This is an optimization exercise on Yosys and OpenROAD, whose aim is small area and a short achievable clock period, not a production implementation.
Only simulation tests tie the RTL to the original design; equivalence was not proved.
No activity file was given, so power comes from the tool's default toggle rates.

`flow/flow/run.sh`:
```
#!/bin/bash
# The standard layout (standard.sh) with two changes:
#  - the port buffers that placement inserts start as the smallest buffer;
#  - after the standard synthesis, combinational cells that abc sized up are set back to
#    drive strength 1 (same function and pins), before floorplan; the flow's repair steps
#    size up again the ones that need it. Registers are not touched.
set -euo pipefail
RES=$PWD/orfs/results/$FLOW_PLATFORM/MAC/base
ARGS=("BUFFER_PORTS_ARGS=-buffer_cell sky130_fd_sc_hd__buf_1")
bash standard.sh "${ARGS[@]}" $RES/1_2_yosys.v > synth.log 2>&1
python3 flow/downsize.py $RES/1_2_yosys.v > downsize.log 2>&1
bash standard.sh "${ARGS[@]}" finish > layout.log 2>&1
```
`flow/flow/downsize.py`:
```
# Set abc-upsized combinational cells of the synthesized netlist back to drive strength 1.
import re,sys,collections
path=sys.argv[1]
lib=open('/OpenROAD-flow-scripts/flow/platforms/sky130hd/lib/sky130_fd_sc_hd__tt_025C_1v80.lib').read()
cells=set(re.findall(r'cell \("(sky130_fd_sc_hd__\w+)"\)',lib))
KEEP=('df','dl','sdf','edf','conb','clk','tap','fill','decap','diode','buf','inv','lpflow','probe','ebuf','einv','mux2i')
v=open(path).read()
cnt=collections.Counter()
def sub(m):
    name,base,size=m.group(0),m.group(1),m.group(2)
    short=base.replace('sky130_fd_sc_hd__','')
    if size=='1' or any(short.startswith(k) for k in KEEP): return name
    new='%s_1'%base
    if new not in cells: return name
    cnt[name+' -> '+new]+=1
    return new
v2=re.sub(r'\b(sky130_fd_sc_hd__[a-z0-9]+)_(\d+)\b(?=\s+\S+\s*\()',sub,v)
open(path,'w').write(v2)
for k,n in sorted(cnt.items()): print(n,k)
```
`flow/standard.sh`:
```
#!/bin/bash
# synth_recipe.tcl (not shown) runs the flow's synth.tcl, then flattens the netlist and writes it again
# the make line also repeats each setting of config.mk as NAME=value (left out here)
make -C /OpenROAD-flow-scripts/flow DESIGN_CONFIG=/design/flow/config.mk WORK_HOME=/design/flow/orfs CLKGATE_MAP_FILE= SYNTH_SCRIPT=/design/flow/synth_recipe.tcl "${@:-finish}"
```
`flow/config.mk`:
```
export PLATFORM = sky130hd
export DESIGN_NAME = MAC
export DESIGN_NICKNAME = MAC
export VERILOG_FILES = /design/flow/design.v
export SDC_FILE = /design/flow/constraint.sdc
export NUM_CORES = 4
export LEC_CHECK = 0
export CAP_MARGIN = 20
export CORE_MARGIN = 2
export CORE_UTILIZATION = 40
export SETUP_SLACK_MARGIN = 2.95
export SLEW_MARGIN = 20
export SYNTH_HIERARCHICAL = 1
export SYNTH_MINIMUM_KEEP_SIZE = 0
```
`flow/constraint.sdc`:
```
create_clock -name core_clock -period 5.5 [get_ports {clk}]
set_input_delay 1.1000 -clock core_clock [delete_from_list [all_inputs] [get_ports {clk}]]
set_output_delay 1.1000 -clock core_clock [all_outputs]
set_load 0.01 [all_outputs]
```
`flow/design.v`:
```
module halfAdder ( a ,b ,sum ,carry );
output sum ;
output carry ;
input a ;
input b ;
assign  sum = a ^ b ;  
assign  carry = a & b;
endmodule
module halfAdderN ( a ,b ,sum ,carry );
output sum ;
output carry ;
input a ;
input b ;
g_xnor2 x0 (a, b, sum);
g_or2 o0 (a, b, carry);
endmodule
module fullAdder (input a ,b ,cin ,
output sum ,carry );
assign  sum = a ^ b ^ cin;  
assign  carry = (a&b) | (b&cin) | (cin&a);
endmodule
module fullAdderF (input a ,b ,cin ,
output sum ,carry );
wire t;
g_xor2 x0 (a, b, t);
g_xor2 x1 (t, cin, sum);
g_maj3 m0 (a, b, cin, carry);
endmodule
module adder4( a ,b ,cin, sum ,carry );
output [3:0] sum ;
output carry ;
input [3:0] a ;
input [3:0] b ;
input cin;
wire [2:0]s;
fullAdder u0 (a[0],b[0],1'b0,sum[0],s[0]);
fullAdder u1 (a[1],b[1],s[0],sum[1],s[1]);
fullAdder u2 (a[2],b[2],s[1],sum[2],s[2]);
fullAdder u3 (a[3],b[3],s[2],sum[3],carry);
endmodule
module alpha_adder16(a,b,cin,sum,carry );
output [15:0] sum ;
output carry ;
input [15:0] a ;
input [15:0] b ;
input cin;
wire [2:0]c;
adder4 a0 (a[3:0],b[3:0],0,sum[3:0],c[0]);
adder4 a1 (a[7:4],b[7:4],c[0],sum[7:4],c[1]);
adder4 a2 (a[11:8],b[11:8],c[1],sum[11:8],c[2]);
adder4 a3 (a[15:12],b[15:12],c[2],sum[15:12],carry);
endmodule
`timescale 1ns / 1ps
module reg_in(clk,in,out);
input clk;
input [7:0]in;
output reg [7:0]out;
always@(posedge clk)
begin
	out<=in;
end
endmodule
module PPG(X,Y,p00,p01,p02,p03,p04,p05,p06,p07,p10,p11,p12,p13,p14,p15,p16,p17,p20,p21,p22,p23,p24,p25,
          p26,p27,p30,p31,p32,p33,p34,p35,p36,p37,p40,p41,p42,p43,p44,p45,p46,p47,p50,p51,p52,p53,
          p54,p55,p56,p57,p60,p61,p62,p63,p64,p65,p66,p67,p70,p71,p72,p73,p74,p75,p76,p77);
      input [7:0] X;
      input [7:0] Y;
		output p00,p01,p02,p03,p04,p05,p06,p07,p10,p11,p12,p13,p14,p15,p16,p17,p20,p21,p22,p23,p24,p25,
           p26,p27,p30,p31,p32,p33,p34,p35,p36,p37,p40,p41,p42,p43,p44,p45,p46,p47,p50,p51,p52,p53,
           p54,p55,p56,p57,p60,p61,p62,p63,p64,p65,p66,p67,p70,p71,p72,p73,p74,p75,p76,p77;
	 assign     p10 = X[1] & Y[0];
    assign     p20 = X[2] & Y[0];
    assign     p30 = X[3] & Y[0];
    assign     p40 = X[4] & Y[0];
    assign     p50 = X[5] & Y[0];
    assign     p60 = X[6] & Y[0];
    assign     p70 = X[7] & Y[0];
    assign     p01 = X[0] & Y[1];
    assign     p11 = X[1] & Y[1];
    assign     p21 = X[2] & Y[1];
    assign     p31 = X[3] & Y[1];
    assign     p41 = X[4] & Y[1];
    assign     p51 = X[5] & Y[1];
    assign     p61 = X[6] & Y[1];
    assign     p71 = X[7] & Y[1];
    assign     p00 = X[0] & Y[0];
    assign     p02 = X[0] & Y[2];
    assign     p12 = X[1] & Y[2];
    assign     p22 = X[2] & Y[2];
    assign     p32 = X[3] & Y[2];
    assign     p42 = X[4] & Y[2];
    assign     p52 = X[5] & Y[2];
    assign     p62 = X[6] & Y[2];
    assign     p72 = X[7] & Y[2];
    assign     p03 = X[0] & Y[3];
    assign     p13 = X[1] & Y[3];
    assign     p23 = X[2] & Y[3];
    assign     p33 = X[3] & Y[3];
    assign     p43 = X[4] & Y[3];
    assign     p53 = X[5] & Y[3];
    assign     p63 = X[6] & Y[3];
    assign     p73 = X[7] & Y[3];
    assign     p04 = X[0] & Y[4];
    assign     p14 = X[1] & Y[4];
    assign     p24 = X[2] & Y[4];
    assign     p34 = X[3] & Y[4];
    assign     p44 = X[4] & Y[4];
    assign     p54 = X[5] & Y[4];
    assign     p64 = X[6] & Y[4];
    assign     p74 = X[7] & Y[4];
    assign     p05 = X[0] & Y[5];
    assign     p15 = X[1] & Y[5];
    assign     p25 = X[2] & Y[5];
    assign     p35 = X[3] & Y[5];
    assign     p45 = X[4] & Y[5];
    assign     p55 = X[5] & Y[5];
    assign     p65 = X[6] & Y[5];
    assign     p75 = X[7] & Y[5];
    assign     p06 = X[0] & Y[6];
    assign     p16 = X[1] & Y[6];
    assign     p26 = X[2] & Y[6];
    assign     p36 = X[3] & Y[6];
    assign     p46 = X[4] & Y[6];
    assign     p56 = X[5] & Y[6];
    assign     p66 = X[6] & Y[6];
    assign     p76 = X[7] & Y[6];
    assign     p07 = X[0] & Y[7];
    assign     p17 = X[1] & Y[7];
    assign     p27 = X[2] & Y[7];
    assign     p37 = X[3] & Y[7];
    assign     p47 = X[4] & Y[7];
    assign     p57 = X[5] & Y[7];
    assign     p67 = X[6] & Y[7];
    assign     p77 = X[7] & Y[7];
endmodule
module PPR(p00,p01,p02,p03,p04,p05,p06,p07,p10,p11,p12,p13,p14,p15,p16,p17,p20,p21,p22,p23,p24,p25,
          p26,p27,p30,p31,p32,p33,p34,p35,p36,p37,p40,p41,p42,p43,p44,p45,p46,p47,p50,p51,p52,p53,
          p54,p55,p56,p57,p60,p61,p62,p63,p64,p65,p66,p67,p70,p71,p72,p73,p74,p75,p76,p77,row1,row2);
input     p00,p01,p02,p03,p04,p05,p06,p07,p10,p11,p12,p13,p14,p15,p16,p17,p20,p21,p22,p23,p24,p25,
          p26,p27,p30,p31,p32,p33,p34,p35,p36,p37,p40,p41,p42,p43,p44,p45,p46,p47,p50,p51,p52,p53,
          p54,p55,p56,p57,p60,p61,p62,p63,p64,p65,p66,p67,p70,p71,p72,p73,p74,p75,p76,p77;
	 output [15:0] row1;
    output [15:0] row2;	 
     wire  [42:1] s;
     wire  [42:1] c;
 	  halfAdder  h1(p60,p51,s[1],c[1]);
     fullAdder  h2(p70,p61,p52,s[2],c[2]);
     halfAdder  h3(p43,p34,s[3],c[3]);
     fullAdder  h4(p62,p53,p44,s[4],c[4]);
     halfAdder  h5(p26,p35,s[5],c[5]);
     fullAdder  h6(p36,p45,p54,s[6],c[6]);
    halfAdder  h7(p31,p40,s[7],c[7]);
    halfAdder  h8(p14,p23,s[8],c[8]);
    fullAdder  h9(p32,p50,p41,s[9],c[9]);
    fullAdder  h10(p06,p15,p24,s[10],c[10]);
    fullAdder  h11(p33,p42,s[1],s[11],c[11]);
    fullAdder  h12(p07,p16,p25,s[12],c[12]);    
    fullAdder  h13(s[2],s[3],c[1],s[13],c[13]);
    fullAdder  h14(p71,p17,s[5],s[14],c[14]);
    fullAdder  h15(c[2],s[4],c[3],s[15],c[15]);
    fullAdder  h16(p63,p27,p72 ,s[16],c[16]);
    fullAdder  h17(s[6],c[4], c[5],s[17],c[17]);
    fullAdder  h18(p55,p64,p73,s[18],c[18]);
    fullAdder  h19(p37,p46,c[6],s[19],c[19]);
    fullAdder  h20(p56,p65,p74,s[20],c[20]);
    halfAdder  h21(p21,p30,s[21],c[21]);
    fullAdder  h22(p13,p22,s[7],s[22],c[22]);
    fullAdder  h23(s[8],s[9],c[7],s[23],c[23]);
    fullAdder  h24(s[11],c[8],c[9],s[24],c[24]);
    fullAdder  h25(s[13],c[10],c[11],s[25],c[25]);
    fullAdder  h26(s[15],c[12],c[13],s[26],c[26]);
    fullAdder  h27(s[17],c[14],c[15],s[27],c[27]);
    fullAdder  h28(s[19],c[16],c[17],s[28],c[28]);
    fullAdder  h29(c[18],c[19],p47,s[29],c[29]);
    fullAdder  h30(p66,p75,c[20],s[30],c[30]);
    halfAdder  h31(p11,p20,s[31],c[31]);
    fullAdder  h32(p03,p12,s[21],s[32],c[32]);
    fullAdder  h33(p04,c[21],s[22],s[33],c[33]);
    fullAdder  h34(p05,s[23],c[22],s[34],c[34]);
    fullAdder  h35(s[10],s[24],c[23],s[35],c[35]);
    fullAdder  h36(s[12],s[25],c[24],s[36],c[36]);
    fullAdder  h37(s[14],s[26],c[25],s[37],c[37]);
    fullAdder  h38(s[16],s[27],c[26],s[38],c[38]);
    fullAdder  h40(s[18],s[28],c[27],s[39],c[39]);
    fullAdder  h41(s[20],s[29],c[28],s[40],c[40]);
    fullAdder  h42(p57,s[30],c[29],s[41],c[41]);
    fullAdder  h43(p67,p76,c[30],s[42],c[42]);
    assign row1[0] = p00;
    assign row1[1] = p01;
    assign row1[2] = p02;
    assign row1[3] = s[32];
    assign row1[4] = s[33];
    assign row1[5] = s[34];
    assign row1[6] = s[35];
    assign row1[7] = s[36];
    assign row1[8] = s[37];
    assign row1[9] = s[38];
    assign row1[10]= s[39];
    assign row1[11]= s[40];
    assign row1[12]= s[41];
    assign row1[13]= s[42];
    assign row1[14]= p77;
    assign row1[15]= 0;
    assign row2[0] = 0;
    assign row2[1] = p10;
    assign row2[2] = s[31];
    assign row2[3] = c[31];
    assign row2[4] = c[32];
    assign row2[5] = c[33];
    assign row2[6] = c[34];
    assign row2[7] = c[35];
    assign row2[8] = c[36];
    assign row2[9] = c[37];
    assign row2[10]= c[38];
    assign row2[11]= c[39];
    assign row2[12]= c[40];
    assign row2[13]= c[41];
    assign row2[14]= c[42];
    assign row2[15]= 0;
endmodule
`timescale 1ns / 1ps
module MAC(clk, reset, X, Y, reg_Pro);
  input clk, reset;
  input [7:0] X;
  input [7:0] Y;
  output reg [15:0] reg_Pro;
  wire p00_d = ~(X[0] & Y[0]);
  wire p01_d = ~(X[0] & Y[1]);
  wire p02_d = ~(X[0] & Y[2]);
  wire p03_d = ~(X[0] & Y[3]);
  wire p04_d = ~(X[0] & Y[4]);
  wire p05_d = ~(X[0] & Y[5]);
  wire p06_d = ~(X[0] & Y[6]);
  wire p07_d = ~(X[0] & Y[7]);
  wire p10_d = ~(X[1] & Y[0]);
  wire p11_d = ~(X[1] & Y[1]);
  wire p12_d = ~(X[1] & Y[2]);
  wire p13_d = ~(X[1] & Y[3]);
  wire p14_d = ~(X[1] & Y[4]);
  wire p15_d = ~(X[1] & Y[5]);
  wire p16_d = ~(X[1] & Y[6]);
  wire p17_d = ~(X[1] & Y[7]);
  wire p20_d = ~(X[2] & Y[0]);
  wire p21_d = ~(X[2] & Y[1]);
  wire p22_d = ~(X[2] & Y[2]);
  wire p23_d = ~(X[2] & Y[3]);
  wire p24_d = ~(X[2] & Y[4]);
  wire p25_d = ~(X[2] & Y[5]);
  wire p26_d = ~(X[2] & Y[6]);
  wire p27_d = ~(X[2] & Y[7]);
  wire p30_d = ~(X[3] & Y[0]);
  wire p31_d = ~(X[3] & Y[1]);
  wire p32_d = ~(X[3] & Y[2]);
  wire p33_d = ~(X[3] & Y[3]);
  wire p34_d = ~(X[3] & Y[4]);
  wire p35_d = ~(X[3] & Y[5]);
  wire p36_d = ~(X[3] & Y[6]);
  wire p37_d = ~(X[3] & Y[7]);
  wire p40_d = ~(X[4] & Y[0]);
  wire p41_d = ~(X[4] & Y[1]);
  wire p42_d = ~(X[4] & Y[2]);
  wire p43_d = ~(X[4] & Y[3]);
  wire p44_d = ~(X[4] & Y[4]);
  wire p45_d = ~(X[4] & Y[5]);
  wire p46_d = ~(X[4] & Y[6]);
  wire p47_d = ~(X[4] & Y[7]);
  wire p50_d = ~(X[5] & Y[0]);
  wire p51_d = ~(X[5] & Y[1]);
  wire p52_d = ~(X[5] & Y[2]);
  wire p53_d = ~(X[5] & Y[3]);
  wire p54_d = ~(X[5] & Y[4]);
  wire p55_d = ~(X[5] & Y[5]);
  wire p56_d = ~(X[5] & Y[6]);
  wire p57_d = ~(X[5] & Y[7]);
  wire p60_d = ~(X[6] & Y[0]);
  wire p61_d = ~(X[6] & Y[1]);
  wire p62_d = ~(X[6] & Y[2]);
  wire p63_d = ~(X[6] & Y[3]);
  wire p64_d = ~(X[6] & Y[4]);
  wire p65_d = ~(X[6] & Y[5]);
  wire p66_d = ~(X[6] & Y[6]);
  wire p67_d = ~(X[6] & Y[7]);
  wire p70_d = ~(X[7] & Y[0]);
  wire p71_d = ~(X[7] & Y[1]);
  wire p72_d = ~(X[7] & Y[2]);
  wire p73_d = ~(X[7] & Y[3]);
  wire p74_d = ~(X[7] & Y[4]);
  wire p75_d = ~(X[7] & Y[5]);
  wire p76_d = ~(X[7] & Y[6]);
  wire p77_d = ~(X[7] & Y[7]);
  wire s1_d, c1_d;
  halfAdderN u_s1(p60_d, p51_d, s1_d, c1_d);
  wire s2_d, c2_d;
  fullAdderF h2(p70_d, p61_d, p52_d, s2_d, c2_d);
  wire s3_d, c3_d;
  halfAdderN u_s3(p43_d, p34_d, s3_d, c3_d);
  wire s4_d, c4_d;
  fullAdderF h4(p62_d, p53_d, p44_d, s4_d, c4_d);
  wire s5_d, c5_d;
  halfAdderN u_s5(p26_d, p35_d, s5_d, c5_d);
  wire s6_d, c6_d;
  fullAdderF h6(p36_d, p45_d, p54_d, s6_d, c6_d);
  wire s7_d, c7_d;
  halfAdderN u_s7(p31_d, p40_d, s7_d, c7_d);
  wire s8_d, c8_d;
  halfAdderN u_s8(p14_d, p23_d, s8_d, c8_d);
  wire s9_d, c9_d;
  fullAdder h9(p32_d, p50_d, p41_d, s9_d, c9_d);
  wire s10_d, c10_d;
  fullAdder h10(p06_d, p15_d, p24_d, s10_d, c10_d);
  wire s11_d, c11_d;
  fullAdderF h11(p33_d, p42_d, s1_d, s11_d, c11_d);
  wire s12_d, c12_d;
  fullAdder h12(p07_d, p16_d, p25_d, s12_d, c12_d);
  wire s13_d, c13_d;
  fullAdderF h13(c1_d, s3_d, s2_d, s13_d, c13_d);
  wire s14_d, c14_d;
  fullAdderF h14(p71_d, p17_d, s5_d, s14_d, c14_d);
  wire s15_d, c15_d;
  fullAdderF h15(c3_d, c2_d, s4_d, s15_d, c15_d);
  wire s16_d, c16_d;
  fullAdder h16(p63_d, p27_d, p72_d, s16_d, c16_d);
  wire s17_d, c17_d;
  fullAdderF h17(c5_d, c4_d, s6_d, s17_d, c17_d);
  wire s18_d, c18_d;
  fullAdder h18(p55_d, p64_d, p73_d, s18_d, c18_d);
  wire s19_d, c19_d;
  fullAdderF h19(p37_d, p46_d, c6_d, s19_d, c19_d);
  wire s20_d, c20_d;
  fullAdder h20(p56_d, p65_d, p74_d, s20_d, c20_d);
  wire s21_d, c21_d;
  halfAdderN u_s21(p21_d, p30_d, s21_d, c21_d);
  wire s22_d, c22_d;
  fullAdder h22(p13_d, p22_d, s7_d, s22_d, c22_d);
  wire s23_d, c23_d;
  fullAdder h23(s8_d, s9_d, c7_d, s23_d, c23_d);
  wire s24_d, c24_d;
  fullAdderF h24(c8_d, c9_d, s11_d, s24_d, c24_d);
  wire s25_d, c25_d;
  fullAdderF h25(c10_d, c11_d, s13_d, s25_d, c25_d);
  wire s26_d, c26_d;
  fullAdderF h26(c12_d, c13_d, s15_d, s26_d, c26_d);
  wire s27_d, c27_d;
  fullAdderF h27(c14_d, c15_d, s17_d, s27_d, c27_d);
  wire s28_d, c28_d;
  fullAdderF h28(c16_d, s19_d, c17_d, s28_d, c28_d);
  wire s29_d, c29_d;
  fullAdderF h29(p47_d, c18_d, c19_d, s29_d, c29_d);
  wire s30_d, c30_d;
  fullAdder h30(p66_d, p75_d, c20_d, s30_d, c30_d);
  wire s31_d, c31_d;
  halfAdderN u_s31(p11_d, p20_d, s31_d, c31_d);
  wire s32_d, c32_d;
  fullAdder h32(p03_d, p12_d, s21_d, s32_d, c32_d);
  wire s33_d, c33_d;
  fullAdder h33(p04_d, c21_d, s22_d, s33_d, c33_d);
  wire s34_d, c34_d;
  fullAdderF h34(p05_d, c22_d, s23_d, s34_d, c34_d);
  wire s35_d, c35_d;
  fullAdderF h35(s10_d, c23_d, s24_d, s35_d, c35_d);
  wire s36_d, c36_d;
  fullAdderF h36(s12_d, c24_d, s25_d, s36_d, c36_d);
  wire s37_d, c37_d;
  fullAdderF h37(s14_d, c25_d, s26_d, s37_d, c37_d);
  wire s38_d, c38_d;
  fullAdderF h38(s16_d, c26_d, s27_d, s38_d, c38_d);
  wire s39_d, c39_d;
  fullAdderF h40(s18_d, c27_d, s28_d, s39_d, c39_d);
  wire s40_d, c40_d;
  fullAdderF h41(s20_d, s29_d, c28_d, s40_d, c40_d);
  wire s41_d, c41_d;
  fullAdderF h42(p57_d, s30_d, c29_d, s41_d, c41_d);
  wire s42_d, c42_d;
  fullAdderF h43(p67_d, p76_d, c30_d, s42_d, c42_d);
  wire [3:0] a0_d = {~s32_d,~p02_d,~p01_d,~p00_d} + {~c31_d,~s31_d,~p10_d,1'b0};
  reg c32_q, s33_q, c33_q, s34_q, c34_q, s35_q, c35_q, s36_q, c36_q, s37_q, c37_q, s38_q, c38_q, s39_q, c39_q, s40_q, c40_q, s41_q, c41_q, s42_q, c42_q, p77_q;
  reg [3:0] a0_q;
  always @(posedge clk) begin
    c32_q <= c32_d;
    s33_q <= s33_d;
    c33_q <= c33_d;
    s34_q <= s34_d;
    c34_q <= c34_d;
    s35_q <= s35_d;
    c35_q <= c35_d;
    s36_q <= s36_d;
    c36_q <= c36_d;
    s37_q <= s37_d;
    c37_q <= c37_d;
    s38_q <= s38_d;
    c38_q <= c38_d;
    s39_q <= s39_d;
    c39_q <= c39_d;
    s40_q <= s40_d;
    c40_q <= c40_d;
    s41_q <= s41_d;
    c41_q <= c41_d;
    s42_q <= s42_d;
    c42_q <= c42_d;
    p77_q <= p77_d;
    a0_q <= a0_d;
  end
  wire c32 = c32_q;
  wire s33 = s33_q;
  wire c33 = c33_q;
  wire s34 = s34_q;
  wire c34 = c34_q;
  wire s35 = s35_q;
  wire c35 = c35_q;
  wire s36 = s36_q;
  wire c36 = c36_q;
  wire s37 = s37_q;
  wire c37 = c37_q;
  wire s38 = s38_q;
  wire c38 = c38_q;
  wire s39 = s39_q;
  wire c39 = c39_q;
  wire s40 = s40_q;
  wire c40 = c40_q;
  wire s41 = s41_q;
  wire c41 = c41_q;
  wire s42 = s42_q;
  wire c42 = c42_q;
  wire p77 = p77_q;
  wire [15:4] row1 = {1'b0,~p77,~s42,~s41,~s40,~s39,~s38,~s37,~s36,~s35,~s34,~s33};
  wire [15:4] row2 = {1'b0,~c42,~c41,~c40,~c39,~c38,~c37,~c36,~c35,~c34,~c33,~c32};
  wire [3:0] dg1 = row1[7:4] & row2[7:4];
  wire [3:0] dt1 = row1[7:4] | row2[7:4];
  wire d1 = dg1[3] | (dt1[3] & dg1[2]) | (dt1[3] & dt1[2] & dg1[1]) | (dt1[3] & dt1[2] & dt1[1] & dg1[0]);
  wire [3:0] dg2 = row1[11:8] & row2[11:8];
  wire [3:0] dt2 = row1[11:8] | row2[11:8];
  wire d2 = dg2[3] | (dt2[3] & dg2[2]) | (dt2[3] & dt2[2] & dg2[1]) | (dt2[3] & dt2[2] & dt2[1] & dg2[0]);
  wire [15:4] cs_s, cs_c;
  wire cs_sn4, cs_cn4;
  fullAdder u_cs4(~reg_Pro[4], s33, c32, cs_sn4, cs_cn4);
  assign cs_s[4] = ~cs_sn4;
  assign cs_c[4] = ~cs_cn4;
  wire cs_sn5, cs_cn5;
  fullAdder u_cs5(~reg_Pro[5], s34, c33, cs_sn5, cs_cn5);
  assign cs_s[5] = ~cs_sn5;
  assign cs_c[5] = ~cs_cn5;
  wire cs_sn6, cs_cn6;
  fullAdder u_cs6(~reg_Pro[6], s35, c34, cs_sn6, cs_cn6);
  assign cs_s[6] = ~cs_sn6;
  assign cs_c[6] = ~cs_cn6;
  wire cs_sn7, cs_cn7;
  fullAdder u_cs7(~reg_Pro[7], s36, c35, cs_sn7, cs_cn7);
  assign cs_s[7] = ~cs_sn7;
  assign cs_c[7] = ~cs_cn7;
  wire cs_sn8, cs_cn8;
  fullAdder u_cs8(~reg_Pro[8], s37, c36, cs_sn8, cs_cn8);
  assign cs_s[8] = ~cs_sn8;
  assign cs_c[8] = ~cs_cn8;
  wire cs_sn9, cs_cn9;
  fullAdder u_cs9(~reg_Pro[9], s38, c37, cs_sn9, cs_cn9);
  assign cs_s[9] = ~cs_sn9;
  assign cs_c[9] = ~cs_cn9;
  wire cs_sn10, cs_cn10;
  fullAdder u_cs10(~reg_Pro[10], s39, c38, cs_sn10, cs_cn10);
  assign cs_s[10] = ~cs_sn10;
  assign cs_c[10] = ~cs_cn10;
  wire cs_sn11, cs_cn11;
  fullAdder u_cs11(~reg_Pro[11], s40, c39, cs_sn11, cs_cn11);
  assign cs_s[11] = ~cs_sn11;
  assign cs_c[11] = ~cs_cn11;
  wire cs_sn12, cs_cn12;
  fullAdder u_cs12(~reg_Pro[12], s41, c40, cs_sn12, cs_cn12);
  assign cs_s[12] = ~cs_sn12;
  assign cs_c[12] = ~cs_cn12;
  wire cs_sn13, cs_cn13;
  fullAdder u_cs13(~reg_Pro[13], s42, c41, cs_sn13, cs_cn13);
  assign cs_s[13] = ~cs_sn13;
  assign cs_c[13] = ~cs_cn13;
  wire cs_sn14, cs_cn14;
  fullAdder u_cs14(~reg_Pro[14], p77, c42, cs_sn14, cs_cn14);
  assign cs_s[14] = ~cs_sn14;
  assign cs_c[14] = ~cs_cn14;
  assign cs_s[15] = reg_Pro[15];
  assign cs_c[15] = 1'b0;
  wire cs_sn15 = ~reg_Pro[15];
  wire cs_cn15 = 1'b1;
  wire gv1 = cs_c[7] & ~d1;
  wire pv1 = cs_c[7] | ~d1;
  wire gv2 = cs_c[11] & ~d2;
  wire pv2 = cs_c[11] | ~d2;
  wire hg0, hp0;
  halfAdder u_gp0(reg_Pro[0], a0_q[0], hp0, hg0);
  wire hg1, hp1;
  halfAdder u_gp1(reg_Pro[1], a0_q[1], hp1, hg1);
  wire hg2, hp2;
  halfAdder u_gp2(reg_Pro[2], a0_q[2], hp2, hg2);
  wire hg3, hp3;
  halfAdder u_gp3(reg_Pro[3], a0_q[3], hp3, hg3);
  wire hg5, hp5;
  g_xor2 u_hp5(cs_sn5, cs_cn4, hp5);
  g_nor2 u_hg5(cs_sn5, cs_cn4, hg5);
  wire hg6, hp6;
  g_xor2 u_hp6(cs_sn6, cs_cn5, hp6);
  g_nor2 u_hg6(cs_sn6, cs_cn5, hg6);
  wire hg7, hp7;
  g_xor2 u_hp7(cs_sn7, cs_cn6, hp7);
  g_nor2 u_hg7(cs_sn7, cs_cn6, hg7);
  wire hg9, hp9;
  g_xor2 u_hp9(cs_sn9, cs_cn8, hp9);
  g_nor2 u_hg9(cs_sn9, cs_cn8, hg9);
  wire hg10, hp10;
  g_xor2 u_hp10(cs_sn10, cs_cn9, hp10);
  g_nor2 u_hg10(cs_sn10, cs_cn9, hg10);
  wire hg11, hp11;
  g_xor2 u_hp11(cs_sn11, cs_cn10, hp11);
  g_nor2 u_hg11(cs_sn11, cs_cn10, hg11);
  wire hg13, hp13;
  g_xor2 u_hp13(cs_sn13, cs_cn12, hp13);
  g_nor2 u_hg13(cs_sn13, cs_cn12, hg13);
  wire hg14, hp14;
  g_xor2 u_hp14(cs_sn14, cs_cn13, hp14);
  g_nor2 u_hg14(cs_sn14, cs_cn13, hg14);
  wire hg15, hp15;
  g_xor2 u_hp15(cs_sn15, cs_cn14, hp15);
  g_nor2 u_hg15(cs_sn15, cs_cn14, hg15);
  wire w1;
  g_a21oi u_w1(hp1, hg0, hg1, w1);
  wire w2;
  g_inv u_w2(w1, w2);
  wire w3;
  g_a21oi u_w3(hp2, w2, hg2, w3);
  wire w4;
  g_inv u_w4(w3, w4);
  wire w5;
  g_a21oi u_w5(hp3, w4, hg3, w5);
  wire w6;
  g_inv u_w6(cs_sn4, w6);
  wire w7;
  g_nand2 u_w7(hp5, w6, w7);
  wire w8;
  g_a21oi u_w8(hp6, hg5, hg6, w8);
  wire w9;
  g_inv u_w9(w7, w9);
  wire w10;
  g_nand2 u_w10(hp6, w9, w10);
  wire w11;
  g_a21oi u_w11(hp7, hg6, hg7, w11);
  wire w12;
  g_nand2 u_w12(hp7, hp6, w12);
  wire w13;
  g_inv u_w13(hg5, w13);
  wire w14;
  g_o21ai u_w14(w12, w13, w11, w14);
  wire w15;
  g_nor2 u_w15(w12, w7, w15);
  wire w16;
  g_a21oi u_w16(pv1, w14, gv1, w16);
  wire w17;
  g_nand2 u_w17(pv1, w15, w17);
  wire w18;
  g_inv u_w18(cs_sn8, w18);
  wire w19;
  g_nand2 u_w19(hp9, w18, w19);
  wire w20;
  g_a21oi u_w20(hp10, hg9, hg10, w20);
  wire w21;
  g_inv u_w21(w19, w21);
  wire w22;
  g_nand2 u_w22(hp10, w21, w22);
  wire w23;
  g_a21oi u_w23(hp11, hg10, hg11, w23);
  wire w24;
  g_nand2 u_w24(hp11, hp10, w24);
  wire w25;
  g_inv u_w25(hg9, w25);
  wire w26;
  g_o21ai u_w26(w24, w25, w23, w26);
  wire w27;
  g_nor2 u_w27(w24, w19, w27);
  wire w28;
  g_a21oi u_w28(pv2, w26, gv2, w28);
  wire w29;
  g_nand2 u_w29(pv2, w27, w29);
  wire w30;
  g_inv u_w30(cs_sn12, w30);
  wire w31;
  g_nand2 u_w31(hp13, w30, w31);
  wire w32;
  g_a21oi u_w32(hp14, hg13, hg14, w32);
  wire w33;
  g_inv u_w33(w31, w33);
  wire w34;
  g_nand2 u_w34(hp14, w33, w34);
  wire w35;
  g_o21ai u_w35(w17, w5, w16, w35);
  wire w36;
  g_o21ai u_w36(w29, w16, w28, w36);
  wire w37;
  g_nor2 u_w37(w29, w17, w37);
  wire w38;
  g_inv u_w38(w5, w38);
  wire w39;
  g_a21oi u_w39(w37, w38, w36, w39);
  wire w40;
  g_nand2 u_w40(w6, w38, w40);
  wire w41;
  g_a21oi u_w41(w9, w38, hg5, w41);
  wire w42;
  g_o21ai u_w42(w10, w5, w8, w42);
  wire w43;
  g_nand2 u_w43(w18, w35, w43);
  wire w44;
  g_a21oi u_w44(w21, w35, hg9, w44);
  wire w45;
  g_inv u_w45(w35, w45);
  wire w46;
  g_o21ai u_w46(w22, w45, w20, w46);
  wire w47;
  g_nor2 u_w47(cs_sn12, w39, w47);
  wire w48;
  g_inv u_w48(w39, w48);
  wire w49;
  g_a21oi u_w49(w33, w48, hg13, w49);
  wire w50;
  g_o21ai u_w50(w34, w39, w32, w50);
  wire [15:0] nxt;
  wire w51;
  g_inv u_w51(hp0, w51);
  g_nor2 u_rst0(w51, reset, nxt[0]);
  wire w52;
  g_xnor2 u_w52(hp1, hg0, w52);
  g_nor2 u_rst1(w52, reset, nxt[1]);
  wire w53;
  g_xnor2 u_w53(hp2, w2, w53);
  g_nor2 u_rst2(w53, reset, nxt[2]);
  wire w54;
  g_xnor2 u_w54(hp3, w4, w54);
  g_nor2 u_rst3(w54, reset, nxt[3]);
  wire w55;
  g_xnor2 u_w55(w6, w38, w55);
  g_nor2 u_rst4(w55, reset, nxt[4]);
  wire w56;
  g_xor2 u_w56(hp5, w40, w56);
  g_nor2 u_rst5(w56, reset, nxt[5]);
  wire w57;
  g_xor2 u_w57(hp6, w41, w57);
  g_nor2 u_rst6(w57, reset, nxt[6]);
  wire w58;
  g_xnor2 u_w58(hp7, w42, w58);
  g_nor2 u_rst7(w58, reset, nxt[7]);
  wire w59;
  g_xnor2 u_w59(w18, w35, w59);
  g_nor2 u_rst8(w59, reset, nxt[8]);
  wire w60;
  g_xor2 u_w60(hp9, w43, w60);
  g_nor2 u_rst9(w60, reset, nxt[9]);
  wire w61;
  g_xor2 u_w61(hp10, w44, w61);
  g_nor2 u_rst10(w61, reset, nxt[10]);
  wire w62;
  g_xnor2 u_w62(hp11, w46, w62);
  g_nor2 u_rst11(w62, reset, nxt[11]);
  wire w63;
  g_xnor2 u_w63(w30, w48, w63);
  g_nor2 u_rst12(w63, reset, nxt[12]);
  wire w64;
  g_xnor2 u_w64(hp13, w47, w64);
  g_nor2 u_rst13(w64, reset, nxt[13]);
  wire w65;
  g_xor2 u_w65(hp14, w49, w65);
  g_nor2 u_rst14(w65, reset, nxt[14]);
  wire w66;
  g_xnor2 u_w66(hp15, w50, w66);
  g_nor2 u_rst15(w66, reset, nxt[15]);
  always @(posedge clk) reg_Pro <= nxt;
endmodule
module g_inv (input a, output y);
  assign y = ~a;
endmodule
module g_nand2 (input a, b, output y);
  assign y = ~(a & b);
endmodule
module g_nor2 (input a, b, output y);
  assign y = ~(a | b);
endmodule
module g_xor2 (input a, b, output y);
  assign y = a ^ b;
endmodule
module g_xnor2 (input a, b, output y);
  assign y = ~(a ^ b);
endmodule
module g_a21oi (input a1, a2, b1, output y);
  assign y = ~((a1 & a2) | b1);
endmodule
module g_o21ai (input a1, a2, b1, output y);
  assign y = ~((a1 | a2) & b1);
endmodule
module g_or2 (input a, b, output y);
  assign y = a | b;
endmodule
module g_maj3 (input a, b, c, output y);
  assign y = (a & b) | (b & c) | (c & a);
endmodule
```
==> out/results.ini, run 1 <==
[routing]
drtPass1Iterations=4
postRouteWirelength_microns=5960
drc=0
vias_per_cell=4.66
num_vias=2331
drtIter0Drc=66
ant_nets=0
wl_per_cell_microns=11.9

[cts]
cts_tree=done
clk_latency_ns=0.29
cts_max_level=2
clock_sinks=42
ctsHoldBuffers=0
clk_pin_slew_ns=0.08
ctsRootBufferMaster=clkbuf_8
ctsLongestPathBuffers=2
cts_made_buffers=5

[die]
die_height_microns=92.6
rows=32
initial_core_util_pct=40.9
die-width_microns=92.6
dieArea_sq_um=8580
coreArea_sq_um=7690
boundaryPins=34

[sta]
rsz0062_at_grt=true
fin_worst_skew_ns=0.0115
hold_violations=0
worstMarginPinSlew_ns=0.692
slew_violations=0
fmax_ghz=0.394
setup_tns_ns=0
finalCritPeriodShare_pct=46.1
setup_viol=0
relSlewSlack_pct=53.9
period_needed_ns=2.53

[power]
cellLeakagePower_nw=1.45
internal-power_mw=1.02
peakVddDrop_mv=0.144
p_switching_uw=777
power_density_nw_per_um2=481
power.share.clock_pct=13.5
combPwrFrac_pct=59.3
switching_share_pct=43.2
seqPwrFrac_pct=27.2

[placement]
dp_hpwl_microns=4910
portBuffers=33
placed_cells=491
gp_congestion=0.868

[grt]
grt_max_degree=17
gr-max-usage-layer=met2
grt_use_total_pct=14.8
antenna_found_initial=0
grtUsageMet3_pct=2.03
grt_pass1_wl_microns=10300
use_met2_pct=24.5
grt_pass1_vias=2314
overflow=0
use_met1_pct=20.3

[final_layout]
finalNonFillerCells=500
top_regs=reg_Pro x16, a0_q x4
drive_gt1_share_pct=19.8
fillers=765
top_register=reg_Pro
largest_reg_flops=16
syn2layout_area_growth_pct=18.9
fin_nets=444
diodes=0

[setup_path]
critPathBufInv=1
cp_slowest_cell=maj3_2
crit_chain=buf_4, nand2_2, xor2_2, xor2_2, maj3_2, maj3_2, maj3_2
critical_path.max_stage_delay_ns=0.35
cpLargestDelayFamily=adder cells
reg2reg_from=c34_q
crit_top_cell=maj3_2
worstPathArrival_ns=2.70
worstSetupStartpointType=input pin
cp.required_ns=5.67
crit_fanout=8
cp-end-kind=flop
cp-startpoint=X[6]
path_class=in -> reg

[worst_hold_path]
hold_class=reg -> reg
hp-start=a0_q[0]

[run]
drv_cap=0

[outcome]
status=complete, no violations

[synth]
postSynthNetCount=413
synth_area_per_cell_sq_um=8.56
netlist_area_sq_um=3140
yosys_warnings=7
syn_inst=367

## final timing paths
path         cells past startpoint     endpoint  slack (ns)
max                              7        c38_q        2.97
min                              3   reg_Pro[0]        0.58
max reg2reg                     11  reg_Pro[11]        3.13
min reg2reg                      3   reg_Pro[0]        0.58
## repair_timing
item                                   CTS  global route
pin swaps                                1            20
cloned                                   0             0
endpoints found under the hold margin    0             0
resized for setup                       18            36
setup endpoints to repair               18            16
buffers inserted                         1             1
## power by group through the flow
stage | Combinational, mW | Clock (mW) | Sequential, mW
floorplan | 0.826 | 0 | 0.499
global placement | 0.984 | 0 | 0.491
detailed placement | 1.00 | 0 | 0.496
CTS | 1.01 | 0.250 | 0.489
global route | 1.22 | 0.265 | 0.505
finish | 1.07 | 0.243 | 0.489
## final cells by class
| cell class | instances | area, sq um | share of cell area, % |
|---|---|---|---|
| multi-input cells | 287 | 2350 | 62.9 |
| well taps | 102 | 128 | 3.41 |
| repair buffers | 35 | 201 | 5.39 |
| clock buffers | 6 | 82.6 | 2.21 |
| inverters | 27 | 101 | 2.71 |
| clock inverters | 1 | 30.0 | 0.803 |
| flip-flops and latches | 42 | 843 | 22.6 |
## worst min-delay path, cell delays in order (launching register included)
cell,delay [ns]
dfxtp_1,0.34
ha_1,0.12
inv_1,0.03
nor2_1,0.07
## through the flow
stage | instance area [sq um] | power (mW) | hold slack [ns] | util (%) | setup slack (ns)
floorplan | 3420 | 1.33 | 0.519 | - | 2.83
global placement | 3450 | 1.48 | 0.559 | 44.9 | 2.39
detailed placement | 3450 | 1.50 | 0.580 | 44.9 | 2.36
CTS | 3600 | 1.75 | 0.585 | 46.8 | 2.96
global route | 3740 | 1.99 | 0.624 | 48.6 | 2.88
finish | 3740 | 1.80 | 0.579 | 48.6 | 2.97
## layout by cell type (no fill, tap or decap), types with 4 or more instances in the layout
master    instances
nand2_1          59
xor2_1           53
dfxtp_1          40
nor2_1           30
inv_1            26
fa_1             20
maj3_2           20
xnor2_1          18
buf_1            17
a21oi_1          13
o21ai_1          10
xor2_2            9
nand2_4           7
nand2_2           6
or2_1             6
clkbuf_8          6
buf_4             6
ha_1              5
and2_1            4
maj3_1            4
buf_6             4
## layer usage
metal | part of all wire [%] | up-vias
met4 | 1.4 | 0
met2 | 47 | 37
met1 | 49 | 1083
met3 | 3.0 | 7
met5 | 0 | -
li1 | - | 1204
==> run 2: changes to the inputs <==
--- a/flow/config.mk
+++ b/flow/config.mk
@@ -8,7 +8,7 @@
 export CAP_MARGIN = 20
 export CORE_MARGIN = 2
 export CORE_UTILIZATION = 40
-export SETUP_SLACK_MARGIN = 2.95
+export SETUP_SLACK_MARGIN = 2.8
 export SLEW_MARGIN = 20
 export SYNTH_HIERARCHICAL = 1
 export SYNTH_MINIMUM_KEEP_SIZE = 0
==> run 2 against run 1 <==
Total power is 7.0% lower. Sequential share of layout area increased by 1.5 points. Maximum frequency decreased by 2.4%. First-iteration DRC count increased by 89%. Routed wire length decreased by 3.3%. Sequential cell count unchanged. Non-clock buffer count down 2. Setup slack worse by 0.063 ns. Via count is 1.9% lower. Clock-buffer cell count unchanged. Worst hold slack lost 0.00085 ns. Highest routed layer unchanged.
==> out/results.ini, run 2 <==
[outcome]
status=complete, no violations  ; unchanged

[final_layout]
diodes=0  ; unchanged
top_regs=reg_Pro x16, a0_q x4  ; unchanged
largest_reg_flops=16  ; unchanged
fin_nets=442  ; was 444
top_register=reg_Pro  ; unchanged
layout_commonest_cell=nand2_1  ; unchanged
most-common-layout-cells=nand2_1 (64), xor2_1 (62), dfxtp_1 (42), nor2_1 (30), inv_1 (27)  ; was nand2_1 (59), xor2_1 (53), dfxtp_1 (40), nor2_1 (30), inv_1 (26)
syn2layout_area_growth_pct=11.3  ; was 18.9%
drive_gt1_share_pct=11.4  ; was 19.8%
finalNonFillerCells=498  ; was 500
final_util_pct=45.5  ; was 48.6%
final_area_sq_um=3500  ; was 3740 sq um

[die]
boundaryPins=34  ; unchanged
rows=32  ; unchanged
initial_core_util_pct=40.9  ; unchanged
die_height_microns=92.6  ; unchanged
die-width_microns=92.6  ; unchanged
coreArea_sq_um=7690  ; unchanged
dieArea_sq_um=8580  ; unchanged

[run]
drv_cap=0  ; unchanged

[routing]
vias_per_cell=4.59  ; was 4.66
num_vias=2286  ; was 2331
drtPass1Iterations=4  ; unchanged
drtIter0Drc=125  ; was 66
postRouteWirelength_microns=5760  ; was 5960 microns
ant_nets=0  ; unchanged
drc=0  ; unchanged
wl_per_cell_microns=11.6  ; was 11.9 microns

[cts]
ctsLongestPathBuffers=2  ; unchanged
ctsRootBufferMaster=clkbuf_8  ; unchanged
cts_made_buffers=5  ; unchanged
clk_pin_slew_ns=0.08  ; about the same
cts_setup_buffers=0  ; was 1
cts_max_level=2  ; unchanged
clk_latency_ns=0.29  ; about the same
cts_tree=done  ; unchanged
post_cts_resized=10  ; was 18
ctsHoldBuffers=0  ; unchanged
clock_sinks=42  ; unchanged

[grt]
overflow=0  ; unchanged
antenna_found_initial=0  ; unchanged
grt_pass1_wl_microns=10400  ; was 10300 microns
use_met2_pct=24.4  ; was 24.5%
use_met1_pct=20.3  ; about the same
grtUsageMet3_pct=2.12  ; was 2.03%
grt_pass1_vias=2271  ; was 2314
grt_max_degree=17  ; unchanged
grt_use_total_pct=14.9  ; was 14.8%
gr-max-usage-layer=met2  ; unchanged

[power]
cellLeakagePower_nw=1.34  ; was 1.45 nW
peakVddDrop_mv=0.147  ; was 0.144 mV
p_total_mw=1.67  ; was 1.80 mW
power_density_nw_per_um2=478  ; was 481 nW/um^2

[sta]
relSlewSlack_pct=52.9  ; was 53.9%
period_needed_ns=2.60  ; was 2.53 ns
worstMarginPinSlew_ns=0.706  ; was 0.692 ns
setup_viol=0  ; unchanged
finalCritPeriodShare_pct=47.2  ; was 46.1%
fmax_ghz=0.385  ; was 0.394 GHz
slew_violations=0  ; unchanged
holdWs_ns=0.578  ; was 0.579 ns
hold_violations=0  ; unchanged
layout_setup_ws_ns=2.90  ; was 2.97 ns
fin_worst_skew_ns=0.0101  ; was 0.0115 ns
setup_tns_ns=0  ; unchanged
rsz0062_at_grt=false  ; was true

[placement]
place_ws_ns=2.39  ; was 2.36 ns
placed_cells=491  ; unchanged
dp_hpwl_microns=4750  ; was 4910 microns
portBuffers=33  ; unchanged
dpl-instance-area_sq_um=3400  ; was 3450 sq um
gp_congestion=0.808  ; was 0.868

[synth]
yosys_warnings=7  ; unchanged
netlist_area_sq_um=3140  ; unchanged
postSynthNetCount=413  ; unchanged
syn_inst=367  ; unchanged
synth_area_per_cell_sq_um=8.56  ; unchanged

[setup_path]
crit_fanout=8  ; unchanged
path_class=in -> reg  ; unchanged
worstPathArrival_ns=2.76  ; was 2.70 ns
cp-end-kind=flop  ; unchanged
worstSetupStartpointType=input pin  ; unchanged
cp.required_ns=5.66  ; was 5.67 ns

[worst_hold_path]
hold_class=reg -> reg  ; unchanged

-- run 2: report_power, final --
part / total, mW / internal (mW) / leakage [nW] / switching, mW
Sequential: 0.489 / 0.410 / 0.351 / 0.0799
Clock: 0.185 / 0.0870 / 0.0373 / 0.0984
Combinational: 0.999 / 0.432 / 0.953 / 0.567
Total: 1.67 / 0.928 / 1.34 / 0.746
-- run 2: final timing paths --
kind	cells after the start	slack, ns	startpoint	end
worst max register to register	12	3.04	reg_Pro[7]	reg_Pro[14]
worst min-delay path	3	0.58	a0_q[0]	reg_Pro[0]
worst max-delay path	8	2.90	X[5]	s38_q
worst min register to register	3	0.58	a0_q[0]	reg_Pro[0]
-- run 2: worst max-delay path, stage by stage --
cell     delay, ns
buf_2         0.20
nand2_1       0.12
maj3_2        0.33
xor2_1        0.17
xor2_1        0.17
maj3_2        0.35
xor2_1        0.18
xor2_1        0.14
-- run 2: area by class of cell --
cell class,count,area [sq um]
clock buffers,6,72.6
clock inverters,1,7.51
fillers,771,4190
inverters,27,101
multi-input cells,287,2210
flip-flops and latches,42,841
well taps,102,128
repair buffers,33,140
-- run 2: metal layers --
metal  share of wire [%]  up-vias
li1                    -     1208
met1                  51     1041
met2                  46       32
met3                 2.6        5
met4                 1.2        0
met5                   0        -
==> run 3: changes to the inputs <==
--- a/flow/config.mk
+++ b/flow/config.mk
@@ -7,8 +7,8 @@
 export LEC_CHECK = 0
 export CAP_MARGIN = 20
 export CORE_MARGIN = 2
-export CORE_UTILIZATION = 40
-export SETUP_SLACK_MARGIN = 2.8
+export CORE_UTILIZATION = 60
+export SETUP_SLACK_MARGIN = 2.85
 export SLEW_MARGIN = 20
 export SYNTH_HIERARCHICAL = 1
 export SYNTH_MINIMUM_KEEP_SIZE = 0
==> run 3 against run 2 <==
Maximum frequency increased by 2.2%. Area after synthesis unchanged. Still clean on timing, DRC and antenna. Cell count shrank 5.8%. Highest routed layer unchanged.
==> out/results.ini, run 3 <==
[grt]
overflow=0  ; unchanged
grt_pass1_vias=2284  ; was 2271
grt_pass1_wl_microns=9930  ; was 10400 microns
antenna_found_initial=0  ; unchanged
grt_max_degree=17  ; unchanged
grt_use_total_pct=20.9  ; was 14.9%

[final_layout]
top_register=reg_Pro  ; unchanged
finalNonFillerCells=469  ; was 498
fin_nets=444  ; was 442
most-common-layout-cells=xor2_1 (62), nand2_1 (61), dfxtp_1 (42), nor2_1 (30), inv_1 (27)  ; was nand2_1 (64), xor2_1 (62), dfxtp_1 (42), nor2_1 (30), inv_1 (27)
top_regs=reg_Pro x16, a0_q x4  ; unchanged
drive_gt1_share_pct=13.5  ; was 11.4%
final_area_sq_um=3560  ; was 3500 sq um
layout_commonest_cell=xor2_1  ; was nand2_1
largest_reg_flops=16  ; unchanged
syn2layout_area_growth_pct=13.1  ; was 11.3%
diodes=0  ; unchanged

[setup_path]
reg2reg_from=reg_Pro[7]  ; unchanged
path_class=in -> reg  ; unchanged
crit_fanout=8  ; unchanged
crit_path_end=c38_q  ; was s38_q
worstPathArrival_ns=2.72  ; was 2.76 ns
rrSetupSlack_ns=2.98  ; was 3.04 ns
r2r_end=reg_Pro[14]  ; unchanged
crit_top_cell=maj3_2  ; was xor2_1
cp-end-kind=flop  ; unchanged
cp.required_ns=5.68  ; was 5.66 ns
critical_path.max_stage_delay_ns=0.34  ; was 0.35 ns
worstSetupStartpointType=input pin  ; unchanged
cp-startpoint=X[7]  ; was X[5]
r2r_cells=12  ; unchanged
crit_chain=buf_2, nand2_4, maj3_2, maj3_2, xor2_1, xor2_1, maj3_2  ; was buf_2, nand2_1, maj3_2, xor2_1, xor2_1, maj3_2, xor2_1, xor2_1
cp_slowest_cell=maj3_2  ; unchanged

[power]
power_density_nw_per_um2=477  ; was 478 nW/um^2
peakVddDrop_mv=0.194  ; was 0.147 mV
cellLeakagePower_nw=1.41  ; was 1.34 nW
p_total_mw=1.69  ; was 1.67 mW

[placement]
placed_cells=459  ; was 491
dpl-instance-area_sq_um=3400  ; about the same
dp_hpwl_microns=4590  ; was 4750 microns
gp_congestion=0.834  ; was 0.808
portBuffers=33  ; unchanged

[die]
die-width_microns=76.4  ; was 92.6 microns
die_height_microns=76.4  ; was 92.6 microns
initial_core_util_pct=61.9  ; was 40.9%
rows=26  ; was 32
dieArea_sq_um=5830  ; was 8580 sq um
coreArea_sq_um=5070  ; was 7690 sq um
boundaryPins=34  ; unchanged

[routing]
drtPass1Iterations=4  ; unchanged
drc=0  ; unchanged
drtIter0Drc=48  ; was 125
vias_per_cell=4.97  ; was 4.59
postRouteWirelength_microns=5550  ; was 5760 microns
num_vias=2330  ; was 2286
wl_per_cell_microns=11.8  ; was 11.6 microns
ant_nets=0  ; unchanged

[synth]
netlist_area_sq_um=3140  ; unchanged
syn_inst=367  ; unchanged
yosys_warnings=7  ; unchanged
synth_area_per_cell_sq_um=8.56  ; unchanged
postSynthNetCount=413  ; unchanged

[sta]
finalCritPeriodShare_pct=46.2  ; was 47.2%
setup_tns_ns=0  ; unchanged
worstMarginPinSlew_ns=0.684  ; was 0.706 ns
relSlewSlack_pct=54.4  ; was 52.9%
period_needed_ns=2.54  ; was 2.60 ns
slew_violations=0  ; unchanged
fmax_ghz=0.394  ; was 0.385 GHz
fin_worst_skew_ns=0.00344  ; was 0.0101 ns
holdWs_ns=0.576  ; was 0.578 ns
hold_violations=0  ; unchanged
rsz0062_at_grt=true  ; was false
setup_viol=0  ; unchanged

[cts]
ctsHoldBuffers=0  ; unchanged
ctsRootBufferMaster=clkbuf_8  ; unchanged
cts_max_level=2  ; unchanged
cts_tree=done  ; unchanged
clock_sinks=42  ; unchanged
ctsLongestPathBuffers=2  ; unchanged
clk_pin_slew_ns=0.08  ; about the same
cts_made_buffers=5  ; unchanged
clk_latency_ns=0.29  ; about the same

[worst_hold_path]
hold_class=reg -> reg  ; unchanged
hold-path-cell-count=3  ; unchanged

[run]
drv_cap=0  ; unchanged

[outcome]
status=complete, no violations  ; unchanged

-- run 3: layout make-up --
| class | instances | area [sq um] |
|---|---|---|
| inverters | 27 | 101 |
| repair buffers | 35 | 170 |
| clock buffers | 7 | 86.3 |
| fillers | 424 | 1520 |
| multi-input cells | 287 | 2260 |
| well taps | 70 | 87.6 |
| flip-flops and latches | 42 | 841 |
| clock inverters | 1 | 5.00 |
-- run 3: how the worst min path moves through the flow --
stage	from	to	slack (ns)
floorplan	a0_q[0]	reg_Pro[0]	0.52
global placement	a0_q[0]	reg_Pro[0]	0.54
detailed placement	a0_q[0]	reg_Pro[0]	0.55
CTS	a0_q[0]	reg_Pro[0]	0.57
global route	a0_q[0]	reg_Pro[0]	0.61
finish	a0_q[0]	reg_Pro[0]	0.58
-- run 3: critical path, delay by kind of cell --
family / cells / cell delay (ns)
adder cells (fa/ha/maj): 3 / 0.98
XOR/XNOR: 2 / 0.34
buffers and inverters: 1 / 0.21
AND/OR/NAND/NOR: 1 / 0.07
-- run 3: power breakdown --
part	switching, mW	internal [mW]
Clock	0.0972	0.101
Sequential	0.0766	0.409
Combinational	0.571	0.439
Total	0.745	0.950
-- run 3: through the flow --
stage	setup slack [ns]	utilization (%)
after CTS	2.91	69.2
after floorplan	2.83	-
after global placement	2.40	67.1
after global routing	2.80	70.1
after detailed placement	2.35	67.1
final	2.96	70.1
-- run 3: what timing repair did --
| action | 4_1_cts | 5_1_grt |
|---|---|---|
| buffers inserted | 0 | 2 |
| resized for setup | 12 | 10 |
| endpoints found under the setup margin | 16 | 7 |
| pin swaps | 0 | 4 |
-- run 3: layer usage --
metal  global-route usage, %  vias up  part of all wire, %  wire length, microns
li1                        -     1211                    -                     -
met1                    27.2     1066                   49                  2720
met2                    36.8       49                   47                  2600
met3                    2.49        4                  3.4                   187
met4                    5.45        0                 0.97                    54
met5                       0        -                    0                     0
==> run 4: changes to the inputs <==
--- a/flow/config.mk
+++ b/flow/config.mk
@@ -7,7 +7,7 @@
 export LEC_CHECK = 0
 export CAP_MARGIN = 20
 export CORE_MARGIN = 2
-export CORE_UTILIZATION = 60
+export CORE_UTILIZATION = 75
 export SETUP_SLACK_MARGIN = 2.85
 export SLEW_MARGIN = 20
 export SYNTH_HIERARCHICAL = 1
==> run 4 against run 3 <==
Cell count decreased by 4.5%. Largest power group unchanged. Still clean. Highest routed layer unchanged. Routed wire length increased by 11%. Total power up 5.0%. First-iteration DRC count grew to 2.9 times the previous value. Sequential power barely moved. Setup slack got worse by 0.028 ns. Non-clock buffer count shrank 1. Combinational power rose by 4%. Clock-buffer cell count down 2. Die area down 19%. Sequential share of layout area is 0.12 points higher.
==> out/results.ini, run 4 <==
[power]
internal-power_uw=982  ; was 950 uW
p_total_mw=1.78  ; was 1.69 mW
p_switching_uw=798  ; was 745 uW
power_density_nw_per_um2=503  ; was 477 nW/um^2
peakVddDrop_mv=0.250  ; was 0.194 mV
switching_share_pct=44.8  ; was 44.0%
power.share.clock_pct=13.4  ; was 11.7%
seqPwrFrac_pct=27.5  ; was 28.7%
combPwrFrac_pct=59.1  ; was 59.6%
cellLeakagePower_nw=1.40  ; was 1.41 nW

[setup_path]
cp.required_ns=5.74  ; was 5.68 ns
critical_path.max_stage_delay_ns=0.29  ; was 0.34 ns
path_class=in -> reg  ; unchanged
cp-end-kind=flop  ; unchanged
crit_top_cell=xor2_1  ; was maj3_2
cpLargestDelayFamily=XOR/XNOR gates  ; was adder cells
worstSetupStartpointType=input pin  ; unchanged
worstPathArrival_ns=2.81  ; was 2.72 ns
crit_fanout=8  ; unchanged
critPathBufInv=1  ; unchanged
crit_chain=clkbuf_4, nand2_4, xor2_1, xor2_1, maj3_2, xor2_1, xor2_1, maj3_2  ; was buf_2, nand2_4, maj3_2, maj3_2, xor2_1, xor2_1, maj3_2
cp_slowest_cell=xor2_1  ; was maj3_2

[synth]
yosys_warnings=7  ; unchanged
syn_inst=367  ; unchanged
synth_area_per_cell_sq_um=8.56  ; unchanged
postSynthNetCount=413  ; unchanged
netlist_area_sq_um=3140  ; unchanged

[routing]
wl_per_cell_microns=13.8  ; was 11.8 microns
drtIter0Drc=137  ; was 48
route.met2.wl_microns=3250  ; was 2600 microns
drc=0  ; unchanged
routed-wl-met3_microns=319  ; was 187 microns
postRouteWirelength_microns=6180  ; was 5550 microns
vias_per_cell=5.50  ; was 4.97
ant_nets=0  ; unchanged
wl_met1_microns=2530  ; was 2720 microns
drtPass1Iterations=4  ; unchanged
num_vias=2462  ; was 2330
top_layer=met4  ; unchanged

[cts]
cts_max_level=2  ; unchanged
ctsLongestPathBuffers=2  ; unchanged
cts_tree=done  ; unchanged
ctsHoldBuffers=0  ; unchanged
ctsRootBufferMaster=clkbuf_8  ; unchanged
clk_pin_slew_ns=0.08  ; about the same
cts_made_buffers=5  ; unchanged
clk_latency_ns=0.30  ; was 0.29 ns
clock_sinks=42  ; unchanged

[sta]
rsz0062_at_grt=true  ; unchanged
setup_tns_ns=0  ; unchanged
worstMarginPinSlew_ns=0.654  ; was 0.684 ns
hold_violations=0  ; unchanged
period_needed_ns=2.57  ; was 2.54 ns
relSlewSlack_pct=56.4  ; was 54.4%
fmax_ghz=0.389  ; was 0.394 GHz
finalCritPeriodShare_pct=46.7  ; was 46.2%
setup_viol=0  ; unchanged
slew_violations=0  ; unchanged
fin_worst_skew_ns=0.00568  ; was 0.00344 ns

[die]
boundaryPins=34  ; unchanged
die_height_microns=68.7  ; was 76.4 microns
coreArea_sq_um=4030  ; was 5070 sq um
rows=23  ; was 26
initial_core_util_pct=78.0  ; was 61.9%
die-width_microns=68.7  ; was 76.4 microns
dieArea_sq_um=4720  ; was 5830 sq um

[grt]
grt_pass1_vias=2353  ; was 2284
overflow=0  ; unchanged
grt_use_total_pct=29.4  ; was 20.9%
antenna_found_initial=0  ; unchanged
grt_pass1_wl_microns=10200  ; was 9930 microns
grt_max_degree=17  ; unchanged

[worst_hold_path]
hold_class=reg -> reg  ; unchanged

[final_layout]
syn2layout_area_growth_pct=12.6  ; was 13.1%
fin_nets=443  ; was 444
fillers=214  ; was 424
largest_reg_flops=16  ; unchanged
seq_area_sq_um=841  ; unchanged
top_regs=reg_Pro x16, a0_q x4  ; unchanged
drive_gt1_share_pct=13.6  ; was 13.5%
diodes=0  ; unchanged
top_register=reg_Pro  ; unchanged
most-common-layout-cells=nand2_1 (61), xor2_1 (61), dfxtp_1 (42), nor2_1 (30), inv_1 (27)  ; was xor2_1 (62), nand2_1 (61), dfxtp_1 (42), nor2_1 (30), inv_1 (27)
multi_input_area_sq_um=2260  ; unchanged

[run]
drv_cap=0  ; unchanged

[outcome]
status=complete, no violations  ; unchanged

[placement]
portBuffers=33  ; unchanged
dp_hpwl_microns=4830  ; was 4590 microns
gp_congestion=0.921  ; was 0.834

==> run 4: worst register-to-register path, cell delays in order, from the launching register on <==
cell,delay [ns]
dfxtp_1,0.34
inv_1,0.06
fa_1,0.51
xor2_1,0.20
a21oi_1,0.16
o21ai_1,0.08
a21oi_1,0.23
o21ai_1,0.13
a21oi_2,0.19
inv_1,0.11
a21oi_1,0.16
xor2_1,0.15
nor2_1,0.05
==> run 4: worst paths after layout <==
check,start,to,slack [ns],cells past startpoint
setup reg to reg,reg_Pro[7],reg_Pro[14],3.00,12
setup / recovery,X[5],c38_q,2.93,8
hold reg to reg,a0_q[0],reg_Pro[0],0.57,3
hold / removal,a0_q[0],reg_Pro[0],0.57,3
==> run 4: metrics by stage <==
step | util [%] | setup slack, ns | area (sq um) | cells | hold slack, ns
floorplan | - | 2.83 | 3390 | 367 | 0.519
global placement | 83.9 | 2.39 | 3380 | 439 | 0.537
detailed placement | 83.9 | 2.34 | 3380 | 439 | 0.565
CTS | 87.0 | 2.87 | 3510 | 447 | 0.582
global route | 87.8 | 2.82 | 3540 | 448 | 0.589
finish | 87.8 | 2.93 | 3540 | 448 | 0.573
==> run 4: power by group through the flow <==
| stage | combinational, mW | clock (mW) | sequential (mW) |
|---|---|---|---|
| after detailed placement | 1.01 | 0 | 0.496 |
| final | 1.05 | 0.239 | 0.489 |
| after global routing | 1.19 | 0.255 | 0.507 |
| after global placement | 0.961 | 0 | 0.488 |
| after CTS | 1.03 | 0.245 | 0.489 |
| after floorplan | 0.823 | 0 | 0.499 |
==> run 4: metal layers <==
layer / global-route usage, % / up-vias
met5: 0 / -
li1: - / 1212
met3: 4.71 / 8
met1: 35.1 / 1157
met2: 52.0 / 85
met4: 12.7 / 0
==> run 4: repair_timing <==
item / CTS / global route
gates resized for setup: 12 / 7
buffers inserted: 0 / 1
endpoints found under the setup margin: 16 / 6
pin swaps: 0 / 1
==> run 4: cell type report <==
type / count / share of cell area [%]
timing repair buffer: 34 / 4.38
inverter: 27 / 2.86
sequential: 42 / 23.8
clock buffer: 5 / 1.94
multi-input combinational: 287 / 64.0
tap: 50 / 1.77
clock inverter: 3 / 1.27
==> run 5: changes to the inputs <==
--- a/flow/config.mk
+++ b/flow/config.mk
@@ -7,7 +7,8 @@
 export LEC_CHECK = 0
 export CAP_MARGIN = 20
 export CORE_MARGIN = 2
-export CORE_UTILIZATION = 75
+export CORE_UTILIZATION = 40
+export PLACE_DENSITY = 0.8
 export SETUP_SLACK_MARGIN = 2.85
 export SLEW_MARGIN = 20
 export SYNTH_HIERARCHICAL = 1
==> run 5 against run 4 <==
Still clean. Clock-buffer cell count increased by 2. Cell count increased by 11%. Total power decreased by 4.0%. Non-clock buffer count unchanged. First-iteration DRC count decreased by 59%. Core utilization decreased by 41 points. Clock power decreased by 23%. Register-to-register slack improved by 0.03 ns. Area after synthesis unchanged. Maximum frequency decreased by 0.37%. Die area increased by 82%. Largest power group unchanged. Highest routed layer unchanged.
==> out/results.ini, run 5 <==
[synth]
postSynthNetCount=413  ; unchanged
yosys_warnings=7  ; unchanged
synth_area_per_cell_sq_um=8.56  ; unchanged
syn_inst=367  ; unchanged
netlist_area_sq_um=3140  ; unchanged

[sta]
setup_tns_ns=0  ; unchanged
fin_worst_skew_ns=0.00738  ; was 0.00568 ns
hold_violations=0  ; unchanged
setup_viol=0  ; unchanged
worstMarginPinSlew_ns=0.701  ; was 0.654 ns
holdWs_ns=0.579  ; was 0.573 ns
finalCritPeriodShare_pct=46.9  ; was 46.7%
fmax_ghz=0.388  ; was 0.389 GHz
slew_violations=0  ; unchanged
rsz0062_at_grt=true  ; unchanged
relSlewSlack_pct=53.3  ; was 56.4%
period_needed_ns=2.58  ; was 2.57 ns

[final_layout]
syn2layout_area_growth_pct=13.5  ; was 12.6%
diodes=0  ; unchanged
top_regs=reg_Pro x16, a0_q x4  ; unchanged
finalNonFillerCells=499  ; was 448
drive_gt1_share_pct=13.1  ; was 13.6%
top_register=reg_Pro  ; unchanged
largest_reg_flops=16  ; unchanged
fin_nets=443  ; unchanged
most-common-layout-cells=xor2_1 (62), nand2_1 (61), dfxtp_1 (42), nor2_1 (30), inv_1 (27)  ; was nand2_1 (61), xor2_1 (61), dfxtp_1 (42), nor2_1 (30), inv_1 (27)
layout_commonest_cell=xor2_1
final_util_pct=46.4  ; was 87.8%

[cts]
ctsLongestPathBuffers=2  ; unchanged
ctsRootBufferMaster=clkbuf_8  ; unchanged
clk_latency_ns=0.29  ; was 0.30 ns
cts_made_buffers=5  ; unchanged
ctsHoldBuffers=0  ; unchanged
cts_tree=done  ; unchanged
cts_max_level=2  ; unchanged
clk_pin_slew_ns=0.08  ; about the same
clock_sinks=42  ; unchanged

[placement]
gp_congestion=0.865  ; was 0.921
dp_hpwl_microns=5110  ; was 4830 microns
portBuffers=33  ; unchanged
placed_cells=491  ; was 439

[setup_path]
critPathBufInv=1  ; unchanged
cp-startpoint=Y[1]  ; was X[5]
cp.required_ns=5.73  ; was 5.74 ns
path_class=in -> reg  ; unchanged
cpLargestDelayFamily=XOR/XNOR gates  ; unchanged
crit_chain=buf_2, nand2_4, xor2_1, xor2_1, maj3_2, xor2_1, xor2_1, maj3_2  ; was clkbuf_4, nand2_4, xor2_1, xor2_1, maj3_2, xor2_1, xor2_1, maj3_2
rrSetupSlack_ns=3.03  ; was 3.00 ns
cp-end-kind=flop  ; unchanged
crit_top_cell=xor2_1  ; unchanged
crit_fanout=8  ; unchanged
cp_slowest_cell=xor2_1  ; unchanged
critical_path.max_stage_delay_ns=0.29  ; about the same
worstSetupStartpointType=input pin  ; unchanged
reg2reg_from=reg_Pro[7]  ; unchanged
worstPathArrival_ns=2.81  ; about the same

[routing]
drc=0  ; unchanged
num_vias=2436  ; was 2462
drtPass1Iterations=4  ; unchanged
drtIter0Drc=56  ; was 137
postRouteWirelength_microns=6170  ; was 6180 microns
ant_nets=0  ; unchanged
vias_per_cell=4.88  ; was 5.50
wl_per_cell_microns=12.4  ; was 13.8 microns

[power]
power_density_nw_per_um2=479  ; was 503 nW/um^2
cellLeakagePower_nw=1.39  ; was 1.40 nW
peakVddDrop_mv=0.136  ; was 0.250 mV

[die]
die_height_microns=92.6  ; was 68.7 microns
die-width_microns=92.6  ; was 68.7 microns
coreArea_sq_um=7690  ; was 4030 sq um
rows=32  ; was 23
boundaryPins=34  ; unchanged
initial_core_util_pct=40.9  ; was 78.0%
dieArea_sq_um=8580  ; was 4720 sq um

[grt]
antenna_found_initial=0  ; unchanged
overflow=0  ; unchanged
grt_max_degree=17  ; unchanged
grt_pass1_wl_microns=10500  ; was 10200 microns
grt_pass1_vias=2388  ; was 2353
grt_use_total_pct=15.1  ; was 29.4%

[outcome]
status=complete, no violations  ; unchanged

[run]
drv_cap=0  ; unchanged

[worst_hold_path]
hp-start=a0_q[0]  ; unchanged
hold_class=reg -> reg  ; unchanged

## run 5: cell types whose count changed in the layout (fill, tap and decap cells not counted)
cell	previous run	this run
xor2_2	1	0
a21oi_2	1	3
a21oi_1	15	13
clkbuf_1	0	2
bufinv_16	1	0
clkinvlp_4	2	0
xor2_1	61	62
## run 5: repair_timing
item | 4_1_cts | 5_1_grt
gates resized for setup | 12 | 8
endpoints found under the setup margin | 17 | 8
setup buffers | 0 | 1
## run 5: area by class of cell
class / count / area, sq um
Timing Repair Buffer: 34 / 155
Inverter: 27 / 101
Fill cell: 750 / 4120
Sequential cell: 42 / 841
Multi-Input combinational cell: 287 / 2260
Clock buffer: 7 / 76.3
Tap cell: 102 / 128
## run 5: tightest hold or removal path: cells and delay by family (launching register included)
family                   cells  cell delay [ns]
adder cells (fa/ha/maj)      1             0.12
buffers and inverters        1             0.03
AND/OR/NAND/NOR              1             0.07
flip-flops                   1             0.33
## run 5: stage by stage
step                      total power [mW]  worst slack (ns)  area (sq um)
after floorplan                       1.32              2.83          3390
after global placement                1.45              2.44          3440
after detailed placement              1.51              2.36          3440
after CTS                             1.70              2.90          3530
after global routing                  1.88              2.77          3570
final                                 1.71              2.92          3570
## run 5: path summary, 6_finish.rpt
kind,cells past startpoint,to
min,3,reg_Pro[0]
min reg2reg,3,reg_Pro[0]
max reg2reg,12,reg_Pro[14]
max,8,c37_q
## run 5: power breakdown
part	internal (mW)	total, mW	leakage (nW)	switching [mW]
registers	0.409	0.487	0.351	0.0780
logic	0.442	1.04	0.998	0.596
clock network	0.0874	0.183	0.0383	0.0960
total	0.938	1.71	1.39	0.770
## run 5: routing by layer
metal | global-route usage [%] | share of wire [%] | up-vias
met5 | 0 | 0 | -
met4 | 5.27 | 1.7 | 0
met3 | 2.52 | 5.1 | 9
met2 | 27.0 | 49 | 66
met1 | 18.5 | 44 | 1150
li1 | - | - | 1211

## separate check: timing with driven ports
The results above use ideal ports. As a check the final layouts listed here were re-extracted and re-timed, cells and wires unchanged. Step 1, drivers: a clkbuf_16 drives clk and a buf_2 each remaining input, both assumed. Step 2 also shifts input and output timing later by t, the mid clock arrival at the registers, as if the neighbouring blocks saw the same clock. Slacks: no drivers / after step 1 / after step 2; pairs: no drivers / after step 1.
run	t, ns	setup WS [ns]
run 1	0.309	2.965 / 2.969 / 2.660
run 2	0.312	2.902 / 2.911 / 2.599
run 3	0.308	2.959 / 2.962 / 2.654
run 4	0.320	2.931 / 2.938 / 2.618
run 5	0.315	2.921 / 2.921 / 2.606
After both steps setup and hold are still met in every run listed.
